Context: an optimization exercise on an open-source flow, tuned for small area. The choices shown serve that exercise and are no tape-out recipe.
Function was checked by simulation only, so behaviour that the tests miss may differ from the original.
No activity file was given, so power comes from the tool's default toggle rates.

==> flow/design.v <==
`timescale 1ns/10ps
 `timescale 1ns/10ps
module gpio_top(
	wb_clk_i, wb_rst_i, wb_cyc_i, wb_adr_i, wb_dat_i, wb_sel_i, wb_we_i, wb_stb_i,
	wb_dat_o, wb_ack_o, wb_err_o, wb_inta_o,
	ext_pad_i, ext_pad_o, ext_padoe_o
  , clk_pad_i 
);
parameter dw = 32;
parameter aw = 7+1;
parameter gw = 31;
input             wb_clk_i;	 
input             wb_rst_i;	 
input             wb_cyc_i;	 
input   [aw-1:0]	wb_adr_i;	 
input   [dw-1:0]	wb_dat_i;	 
input	  [3:0]     wb_sel_i;	 
input             wb_we_i;	 
input             wb_stb_i;	 
output  [dw-1:0]  wb_dat_o;	 
output            wb_ack_o;	 
output            wb_err_o;	 
output            wb_inta_o;	 
input   [gw-1:0]  ext_pad_i;	 
input             clk_pad_i;	 
output  [gw-1:0]  ext_pad_o;	 
output  [gw-1:0]  ext_padoe_o;	 
reg	[gw-1:0]	rgpio_in;	 
reg	[gw-1:0]	rgpio_out;	 
reg	[gw-1:0]	rgpio_oe;	 
reg	[gw-1:0]	rgpio_inte;	 
reg	[gw-1:0]	rgpio_ptrig;	 
wire	[gw-1:0]	rgpio_aux;	 
reg	[1:0]		rgpio_ctrl;	 
reg	[gw-1:0]	rgpio_ints;	 
reg	[gw-1:0]	rgpio_eclk;	 
reg	[gw-1:0]	rgpio_nec;	 
reg  [gw-1:0]  sync      ,
               ext_pad_s ;
wire            rgpio_out_sel;   
wire            rgpio_oe_sel;  
wire            rgpio_inte_sel;  
wire            rgpio_ptrig_sel; 
wire            rgpio_aux_sel;   
wire            rgpio_ctrl_sel;  
wire            rgpio_ints_sel;  
wire            rgpio_eclk_sel ;
wire            rgpio_nec_sel ;
wire            full_decoding;   
wire  [gw-1:0]  in_muxed;  
wire            wb_ack;    
wire            wb_err;    
wire            wb_inta;   
reg   [dw-1:0]  wb_dat;    
reg             wb_ack_o;  
reg             wb_err_o;  
reg             wb_inta_o;   
reg   [dw-1:0]  wb_dat_o;  
wire  [gw-1:0]  out_pad;   
reg   [gw-1:0]  ext_pad_o;   
wire  [gw-1:0]  extc_in;   
wire  [gw-1:0]  pext_clk;  
reg   [gw-1:0]  pextc_sampled;   
reg   [gw-1:0]  nextc_sampled;   
assign wb_ack = wb_cyc_i & wb_stb_i & !wb_err_o;
always @(posedge wb_clk_i or posedge wb_rst_i)
	if (wb_rst_i)
		wb_ack_o <= 1'b0;
	else
		wb_ack_o <= wb_ack & ~wb_ack_o & (!wb_err) ;
assign wb_err = wb_cyc_i & wb_stb_i & !full_decoding;
always @(posedge wb_clk_i or posedge wb_rst_i)
	if (wb_rst_i)
		wb_err_o <= 1'b0;
	else
		wb_err_o <= wb_err & ~wb_err_o;
assign full_decoding = (wb_adr_i[7:6] == {7-6+1{1'b0}}) &
			(wb_adr_i[1:0] == {1-0+1{1'b0}});
assign rgpio_out_sel = wb_cyc_i & wb_stb_i & (wb_adr_i[6-1:1+1] == 4'h1) & full_decoding;
assign rgpio_oe_sel = wb_cyc_i & wb_stb_i & (wb_adr_i[6-1:1+1] == 4'h2) & full_decoding;
assign rgpio_inte_sel = wb_cyc_i & wb_stb_i & (wb_adr_i[6-1:1+1] == 4'h3) & full_decoding;
assign rgpio_ptrig_sel = wb_cyc_i & wb_stb_i & (wb_adr_i[6-1:1+1] == 4'h4) & full_decoding;
assign rgpio_ctrl_sel = wb_cyc_i & wb_stb_i & (wb_adr_i[6-1:1+1] == 4'h6) & full_decoding;
assign rgpio_ints_sel = wb_cyc_i & wb_stb_i & (wb_adr_i[6-1:1+1] == 4'h7) & full_decoding;
assign rgpio_eclk_sel = wb_cyc_i & wb_stb_i & (wb_adr_i[6-1:1+1] == 4'h8) & full_decoding;
assign rgpio_nec_sel = wb_cyc_i & wb_stb_i & (wb_adr_i[6-1:1+1] == 4'h9) & full_decoding;
always @(posedge wb_clk_i or posedge wb_rst_i)
	if (wb_rst_i)
		rgpio_ctrl <= 2'b0;
	else if (rgpio_ctrl_sel && wb_we_i)
		rgpio_ctrl <= wb_dat_i[1:0];
	else if (rgpio_ctrl[0])
		rgpio_ctrl[1] <= rgpio_ctrl[1] | wb_inta_o;
always @(posedge wb_clk_i or posedge wb_rst_i)
	if (wb_rst_i)
		rgpio_out <= {gw{1'b0}};
	else if (rgpio_out_sel && wb_we_i)
    begin
     if ( wb_sel_i [3] == 1'b1 )
       rgpio_out [gw-1:24] <= wb_dat_i [gw-1:24] ;
     if ( wb_sel_i [2] == 1'b1 )
       rgpio_out [23:16] <= wb_dat_i [23:16] ;
     if ( wb_sel_i [1] == 1'b1 )
       rgpio_out [15:8] <= wb_dat_i [15:8] ;
     if ( wb_sel_i [0] == 1'b1 )
       rgpio_out [7:0] <= wb_dat_i [7:0] ;
   end
always @(posedge wb_clk_i or posedge wb_rst_i)
	if (wb_rst_i)
		rgpio_oe <= {gw{1'b0}};
	else if (rgpio_oe_sel && wb_we_i)
  begin
     if ( wb_sel_i [3] == 1'b1 )
       rgpio_oe [gw-1:24] <= wb_dat_i [gw-1:24] ;
     if ( wb_sel_i [2] == 1'b1 )
       rgpio_oe [23:16] <= wb_dat_i [23:16] ;
     if ( wb_sel_i [1] == 1'b1 )
       rgpio_oe [15:8] <= wb_dat_i [15:8] ;
     if ( wb_sel_i [0] == 1'b1 )
       rgpio_oe [7:0] <= wb_dat_i [7:0] ;
   end
always @(posedge wb_clk_i or posedge wb_rst_i)
	if (wb_rst_i)
		rgpio_inte <= {gw{1'b0}};
	else if (rgpio_inte_sel && wb_we_i)
  begin
     if ( wb_sel_i [3] == 1'b1 )
       rgpio_inte [gw-1:24] <= wb_dat_i [gw-1:24] ;
     if ( wb_sel_i [2] == 1'b1 )
       rgpio_inte [23:16] <= wb_dat_i [23:16] ;
     if ( wb_sel_i [1] == 1'b1 )
       rgpio_inte [15:8] <= wb_dat_i [15:8] ;
     if ( wb_sel_i [0] == 1'b1 )
       rgpio_inte [7:0] <= wb_dat_i [7:0] ;
   end
always @(posedge wb_clk_i or posedge wb_rst_i)
	if (wb_rst_i)
		rgpio_ptrig <= {gw{1'b0}};
	else if (rgpio_ptrig_sel && wb_we_i)
  begin
     if ( wb_sel_i [3] == 1'b1 )
       rgpio_ptrig [gw-1:24] <= wb_dat_i [gw-1:24] ;
     if ( wb_sel_i [2] == 1'b1 )
       rgpio_ptrig [23:16] <= wb_dat_i [23:16] ;
     if ( wb_sel_i [1] == 1'b1 )
       rgpio_ptrig [15:8] <= wb_dat_i [15:8] ;
     if ( wb_sel_i [0] == 1'b1 )
       rgpio_ptrig [7:0] <= wb_dat_i [7:0] ;
   end
assign rgpio_aux = 31'h0;	 
always @(posedge wb_clk_i or posedge wb_rst_i)
	if (wb_rst_i)
		rgpio_eclk <= {gw{1'b0}};
	else if (rgpio_eclk_sel && wb_we_i)
  begin
     if ( wb_sel_i [3] == 1'b1 )
       rgpio_eclk [gw-1:24] <= wb_dat_i [gw-1:24] ;
     if ( wb_sel_i [2] == 1'b1 )
       rgpio_eclk [23:16] <= wb_dat_i [23:16] ;
     if ( wb_sel_i [1] == 1'b1 )
       rgpio_eclk [15:8] <= wb_dat_i [15:8] ;
     if ( wb_sel_i [0] == 1'b1 )
       rgpio_eclk [7:0] <= wb_dat_i [7:0] ;
   end
always @(posedge wb_clk_i or posedge wb_rst_i)
	if (wb_rst_i)
		rgpio_nec <= {gw{1'b0}};
	else if (rgpio_nec_sel && wb_we_i)
  begin
     if ( wb_sel_i [3] == 1'b1 )
       rgpio_nec [gw-1:24] <= wb_dat_i [gw-1:24] ;
     if ( wb_sel_i [2] == 1'b1 )
       rgpio_nec [23:16] <= wb_dat_i [23:16] ;
     if ( wb_sel_i [1] == 1'b1 )
       rgpio_nec [15:8] <= wb_dat_i [15:8] ;
     if ( wb_sel_i [0] == 1'b1 )
       rgpio_nec [7:0] <= wb_dat_i [7:0] ;
   end
always @(posedge wb_clk_i or posedge wb_rst_i)
  if (wb_rst_i) begin
    sync      <= {gw{1'b0}} ; 
    ext_pad_s <= {gw{1'b0}} ; 
  end else begin
    sync      <= ext_pad_i  ; 
    ext_pad_s <= sync       ; 
  end
always @(posedge wb_clk_i or posedge wb_rst_i)
	if (wb_rst_i)
		rgpio_in <= {gw{1'b0}};
	else
		rgpio_in <= in_muxed;
reg  sync_clk,
     clk_s   ,
     clk_r   ;
wire pedge   ,
     nedge   ;
wire [gw-1:0] pedge_vec   ,
              nedge_vec   ;
wire [gw-1:0] in_lach     ;
assign pedge =  clk_s & !clk_r ; 
assign nedge = !clk_s &  clk_r ; 
assign pedge_vec = {gw{pedge}} ;   
assign nedge_vec = {gw{nedge}} ;   
assign in_lach = (~rgpio_nec & pedge_vec) | (rgpio_nec & nedge_vec) ;
assign extc_in = (in_lach & ext_pad_s) | (~in_lach & pextc_sampled) ;
always @(posedge wb_clk_i or posedge wb_rst_i)
  if (wb_rst_i) begin
    sync_clk <= 1'b0 ;
    clk_s    <= 1'b0 ;
    clk_r    <= 1'b0 ;
  end else begin
    sync_clk <= clk_pad_i ;
    clk_s    <= sync_clk  ;
    clk_r    <= clk_s     ;
  end
always @(posedge wb_clk_i or posedge wb_rst_i)
  if (wb_rst_i) begin
    pextc_sampled <= {gw{1'b0}};
  end else begin
    pextc_sampled <= extc_in ;
  end
assign in_muxed = (rgpio_eclk & pextc_sampled) | (~rgpio_eclk & ext_pad_s) ;
always @(wb_adr_i or rgpio_in or rgpio_out or rgpio_oe or rgpio_inte or
		rgpio_ptrig or rgpio_aux or rgpio_ctrl or rgpio_ints or rgpio_eclk or rgpio_nec)
	case (wb_adr_i[6-1:1+1])
  	4'h1: begin
			wb_dat[dw-1:0] = rgpio_out;
		end
		4'h2: begin
			wb_dat[dw-1:0] = rgpio_oe;
		end
		4'h3: begin
			wb_dat[dw-1:0] = rgpio_inte;
		end
		4'h4: begin
			wb_dat[dw-1:0] = rgpio_ptrig;
		end
		4'h9: begin
			wb_dat[dw-1:0] = rgpio_nec;
		end
		4'h8: begin
			wb_dat[dw-1:0] = rgpio_eclk;
		end
		4'h6: begin
			wb_dat[1:0] = rgpio_ctrl;
			wb_dat[dw-1:2] = {dw-2{1'b0}};
		end
		4'h7: begin
			wb_dat[dw-1:0] = rgpio_ints;
		end
		default: begin
			wb_dat[dw-1:0] = rgpio_in;
		end
	endcase
always @(posedge wb_clk_i or posedge wb_rst_i)
	if (wb_rst_i)
		wb_dat_o <= {dw{1'b0}};
	else
		wb_dat_o <= wb_dat;
always @(posedge wb_clk_i or posedge wb_rst_i)
	if (wb_rst_i)
		rgpio_ints <= {gw{1'b0}};
	else if (rgpio_ints_sel && wb_we_i)
		rgpio_ints <= wb_dat_i[gw-1:0];
	else if (rgpio_ctrl[0])
		rgpio_ints <= (rgpio_ints | ((in_muxed ^ rgpio_in) & ~(in_muxed ^ rgpio_ptrig)) & rgpio_inte);
assign wb_inta = |rgpio_ints ? rgpio_ctrl[0] : 1'b0;
always @(posedge wb_clk_i or posedge wb_rst_i)
	if (wb_rst_i)
		wb_inta_o <= 1'b0;
	else
		wb_inta_o <= wb_inta;
assign ext_padoe_o = rgpio_oe;
assign out_pad = rgpio_out ;
always @(posedge wb_clk_i or posedge wb_rst_i)
	if (wb_rst_i)
		ext_pad_o <= {gw{1'b0}};
	else
		ext_pad_o <= out_pad;
endmodule
==> flow/run.sh <==
#!/bin/bash
# synth_recipe.tcl (not shown) runs the flow's synth.tcl, then flattens the netlist and writes it again
# the make line also repeats each setting of config.mk as NAME=value (left out here)
make -C /OpenROAD-flow-scripts/flow DESIGN_CONFIG=/design/flow/config.mk WORK_HOME=/design/flow/orfs CLKGATE_MAP_FILE= SYNTH_SCRIPT=/design/flow/synth_recipe.tcl finish
==> flow/config.mk <==
export PLATFORM = sky130hd
export DESIGN_NAME = gpio_top
export DESIGN_NICKNAME = gpio_top
export VERILOG_FILES = /design/flow/design.v
export SDC_FILE = /design/flow/constraint.sdc
export NUM_CORES = 4
export LEC_CHECK = 0
export CAP_MARGIN = 20
export CORE_MARGIN = 2
export CORE_UTILIZATION = 40
export SLEW_MARGIN = 20
==> flow/constraint.sdc <==
create_clock -name core_clock -period 10.0 [get_ports {wb_clk_i}]
set_input_delay 2.0000 -clock core_clock [delete_from_list [all_inputs] [get_ports {wb_clk_i}]]
set_output_delay 2.0000 -clock core_clock [all_outputs]
set_load 0.01 [all_outputs]
==> results.sh <==
export IMPL_synth_top_cell_area_share=0.6075
export IMPL_wl_per_cell_um=23.61
export IMPL_worst_slew_pin_transition_ps=1097
export IMPL_grt_start_max_net_pins=164
export IMPL_core_um2=41850
export IMPL_drt_iter0_drc=952
export IMPL_critical_path_slowest_cell="sky130_fd_sc_hd__and4b_1"
export IMPL_die_footprint_um2=43980
export IMPL_power_per_cell_area_nw_per_um2=177.2
export IMPL_layout_area_seq_um2=10290
export IMPL_final_net_count=1521
export IMPL_synth_edff_count=0
export IMPL_drv_cap=0
export IMPL_stdcell_count=2014
export IMPL_syn_to_final_growth_pct=22.71
export IMPL_setup_tns_final_ps=0
export IMPL_placementRows=75
export IMPL_tritoncts="yes"
export IMPL_synth_warnings=1
export IMPL_globalplace_congestion=0.8046
export IMPL_placed_cells_incl_taps=1933
export IMPL_hold_class="reg -> reg"
export IMPL_filler_cell_count=3700
export IMPL_leakagePower_nw=9.374
export IMPL_report_power_total_mw=3.680
export IMPL_globalRouteOverflowTotal=0
export IMPL_worstPathMaxFanout=35
export IMPL_critPathLaunchType="input port"
export IMPL_netlist_area_um2=16930
export IMPL_clk_path_buf_depth=3
export IMPL_arrival_ps=5110
export IMPL_numCtsBuffers=44
export IMPL_dieWidth_um=209.7
export IMPL_synth_async_sr_flop_share=1.000
export IMPL_synthCells=1260
export IMPL_slew_headroom=0.2686
export IMPL_clk_pin_slew_ps=60
export IMPL_port_buffers=175
export IMPL_grt_antenna_before_repair=1
export IMPL_setup_reg_to_reg_worst_slack_ps=7970
export IMPL_cts_sinks=411
export IMPL_final_setup_viol_count=0
export IMPL_stdcell_area_um2=20770
export IMPL_crit_path_cell_trace="clkdlybuf4s50_1 > buf_4 > and4b_1 > nand3_2 > buf_4 > nor2_1 > a21oi_1"
export IMPL_most_common_layout_cells="410 x sky130_fd_sc_hd__dfrtp_1, 239 x sky130_fd_sc_hd__mux2_2, 173 x sky130_fd_sc_hd__clkdlybuf4s50_1, 67 x sky130_fd_sc_hd__nand2_1, 63 x sky130_fd_sc_hd__nand2b_1"
export IMPL_rsz_0062_raised_after_global_routing="no"
export IMPL_final_hold_violations=0
export IMPL_route_antenna_remaining_nets=0
export IMPL_multi_input_area_um2=6412
export IMPL_synth_distinct_cells=52
export IMPL_syn_avg_cell_area_um2=13.44
export IMPL_detailroute_via_count=11230
export IMPL_setup_worst_path_class="in -> reg"
export IMPL_run_status="finished clean"
export IMPL_synth_seq_cells=411
export IMPL_finalWorstPathRequiredPeriod_ps=4680
export IMPL_timing_max_transition_violations_final=0
export IMPL_timing_critical_path_mode_cell="sky130_fd_sc_hd__buf_4"
export IMPL_ctsResizeCount=0
export IMPL_top_level_ports=178
export IMPL_top_cells_by_area_synth="sky130_fd_sc_hd__dfrtp_1 61%, sky130_fd_sc_hd__mux2_2 16%, sky130_fd_sc_hd__mux2i_1 2.7%, sky130_fd_sc_hd__nand2b_1 2.3%, sky130_fd_sc_hd__nand2_1 1.5%"
export IMPL_wl_mm=47.55
export IMPL_layout_cells_most_common="sky130_fd_sc_hd__dfrtp_1"
export IMPL_finalCritPeriodShare=0.4680
export IMPL_ir_drop_uv=103.4
export IMPL_ys_dominant_reg_cell="sky130_fd_sc_hd__dfrtp_1"
export IMPL_wire_length_of_the_first_global_routing_pass_mm=71.50
export IMPL_postCtsSetupBuffers=0
export IMPL_dpl_hpwl_mm=29.48
export IMPL_post_route_drc_count=0
export IMPL_clock_skew_ps=17.04
export IMPL_finish_utilization=0.4964
export IMPL_floorplan_die_height_um=209.7
export IMPL_globalRouteTotalUtil=0.2181
export IMPL_drt_first_pass_iters=5
export IMPL_vias_per_cell=5.578
export IMPL_cts_root_buffer_cell="sky130_fd_sc_hd__clkbuf_16"
export IMPL_critical_path_endpoint_type="register"
export IMPL_cts_htree_levels=2
export IMPL_critPathMaxStageDelay_ps=730
export IMPL_fmax_ghz=0.2137
export IMPL_area_leader_netlist="sky130_fd_sc_hd__dfrtp_1"
export IMPL_synth_net_count=1341
export IMPL_first_global_vias=11560
export IMPL_fraction_of_final_layout_cells_with_drive_strength_greater_than_1=0.2483
export IMPL_clock_insertion_delay_worst_skew_ps=570
export IMPL_dpl_cell_area_um2=19280
export IMPL_postCtsHoldBufs=0
export IMPL_crit_required_ps=10430
export IMPL_ys_seq_area_frac=0.6075
export IMPL_initial_core_utilization=0.4045
## cells by family (layout without fill, tap and decap cells)
family / after synthesis / in the layout / share of synthesized area
AOI/OAI and AO/OA: 210 / 210 / 0.08596
buffers and inverters: 60 / 274 / 0.01670
DFF: 411 / 411 / 0.6075
muxes: 303 / 303 / 0.1982
other: 1 / 2 / 0.0002215
and+or+nand+nor: 275 / 275 / 0.09143
## critical path, delay by kind of cell
| family | cells | cell delay (ps) |
|---|---|---|
| compound gates | 1 | 50 |
| buf+inv | 3 | 1430 |
| simple gates | 3 | 1590 |
## layout make-up
cell class,count,area share
Clock buffer,64,0.06150
Antenna cell,1,0.0001205
Clock inverter,16,0.01036
Multi-Input combinational cell,789,0.3087
Timing Repair Buffer,192,0.09119
Inverter,2,0.0005421
Tap cell,539,0.03246
Sequential cell,411,0.4952
## metal layers
metal	vias up	wire, um	global-route usage
met1	5791	20980	0.3005
met5	-	0	0
li1	4977	-	-
met3	95	3094	0.04968
met4	0	1650	0.08706
met2	371	21820	0.3355
## final timing paths
path | start | cells after the start | end
min in group asynchronous | wb_rst_i | 2 | rgpio_out[27]
worst min-delay path | sync[25] | 0 | ext_pad_s[25]
max in group asynchronous | wb_rst_i | 4 | wb_dat_o[2]
worst min register to register | sync[25] | 0 | ext_pad_s[25]
worst max-delay path | wb_adr_i[3] | 7 | rgpio_ints[23]
worst max register to register | clk_s | 3 | register
## stage by stage
stage,hold slack [ps],setup slack (ps)
global route,345.3,5211
detailed placement,334.7,4820
global placement,332.1,4800
floorplan,331.2,2460
finish,335.6,5320
CTS,337.4,5397
## report_power, final
part	switching (mW)	total, mW	internal (mW)	leakage, nW
logic	0.141	0.251	0.111	3.40
registers	0.0334	1.76	1.72	5.24
clock network	0.657	1.67	1.02	0.736
## synth_stat cells (2+ instances only)
library cell,number
sky130_fd_sc_hd__nand4_1,7
sky130_fd_sc_hd__buf_2,27
sky130_fd_sc_hd__a2bb2oi_1,5
sky130_fd_sc_hd__nand2_2,20
sky130_fd_sc_hd__nand2_1,68
sky130_fd_sc_hd__a211o_1,2
sky130_fd_sc_hd__buf_1,2
sky130_fd_sc_hd__a21oi_1,44
sky130_fd_sc_hd__mux2i_1,46
sky130_fd_sc_hd__and3_1,3
sky130_fd_sc_hd__nand2b_1,63
sky130_fd_sc_hd__nor2b_1,6
sky130_fd_sc_hd__a221oi_1,19
sky130_fd_sc_hd__nor2_1,43
sky130_fd_sc_hd__o2bb2ai_1,10
sky130_fd_sc_hd__inv_1,2
sky130_fd_sc_hd__mux2_1,18
sky130_fd_sc_hd__nor4_1,7
sky130_fd_sc_hd__and4b_1,3
sky130_fd_sc_hd__and2_0,2
sky130_fd_sc_hd__nor3_1,2
sky130_fd_sc_hd__nand2_4,4
sky130_fd_sc_hd__a222oi_1,8
sky130_fd_sc_hd__nor4b_4,3
sky130_fd_sc_hd__buf_4,4
sky130_fd_sc_hd__a22oi_1,26
sky130_fd_sc_hd__a31oi_1,31
sky130_fd_sc_hd__a32oi_1,4
sky130_fd_sc_hd__clkbuf_1,23
sky130_fd_sc_hd__nand3_1,17
sky130_fd_sc_hd__o211ai_1,9
sky130_fd_sc_hd__nor3b_1,2
sky130_fd_sc_hd__o21ai_0,30
sky130_fd_sc_hd__o221ai_1,2
sky130_fd_sc_hd__a22o_1,18
sky130_fd_sc_hd__nand3b_1,8
sky130_fd_sc_hd__and2_1,9
sky130_fd_sc_hd__mux2_2,239
sky130_fd_sc_hd__dfrtp_1,411

-- what the ideal ports hide --
How much do the figures lean on ideal ports? The routed layout below was timed once more, with nothing changed but the port constraints.
Step 1 sets driving cells, clkbuf_16 on the clock port and buf_2 on the other inputs (assumed; they add their load-dependent delay and slew).
Step 2 also shifts input and output timing later by t, the mid clock arrival at the registers, as if the neighbouring blocks saw the same clock.
Slacks: ideal / step 1 / step 2; pairs: ideal / step 1.
t (ns): 0.615
slack for setup (ns): 5.320 / 5.344 / 4.730
worst setup path at the end: input to register
latest minus earliest clock arrival (ns): 0.021 / 0.021
cell pins on the clock port's net: 1
After both steps this run still meets setup and hold. The setup slack of this run moves by +0.024 ns with the drivers and by -0.590 ns with both steps.
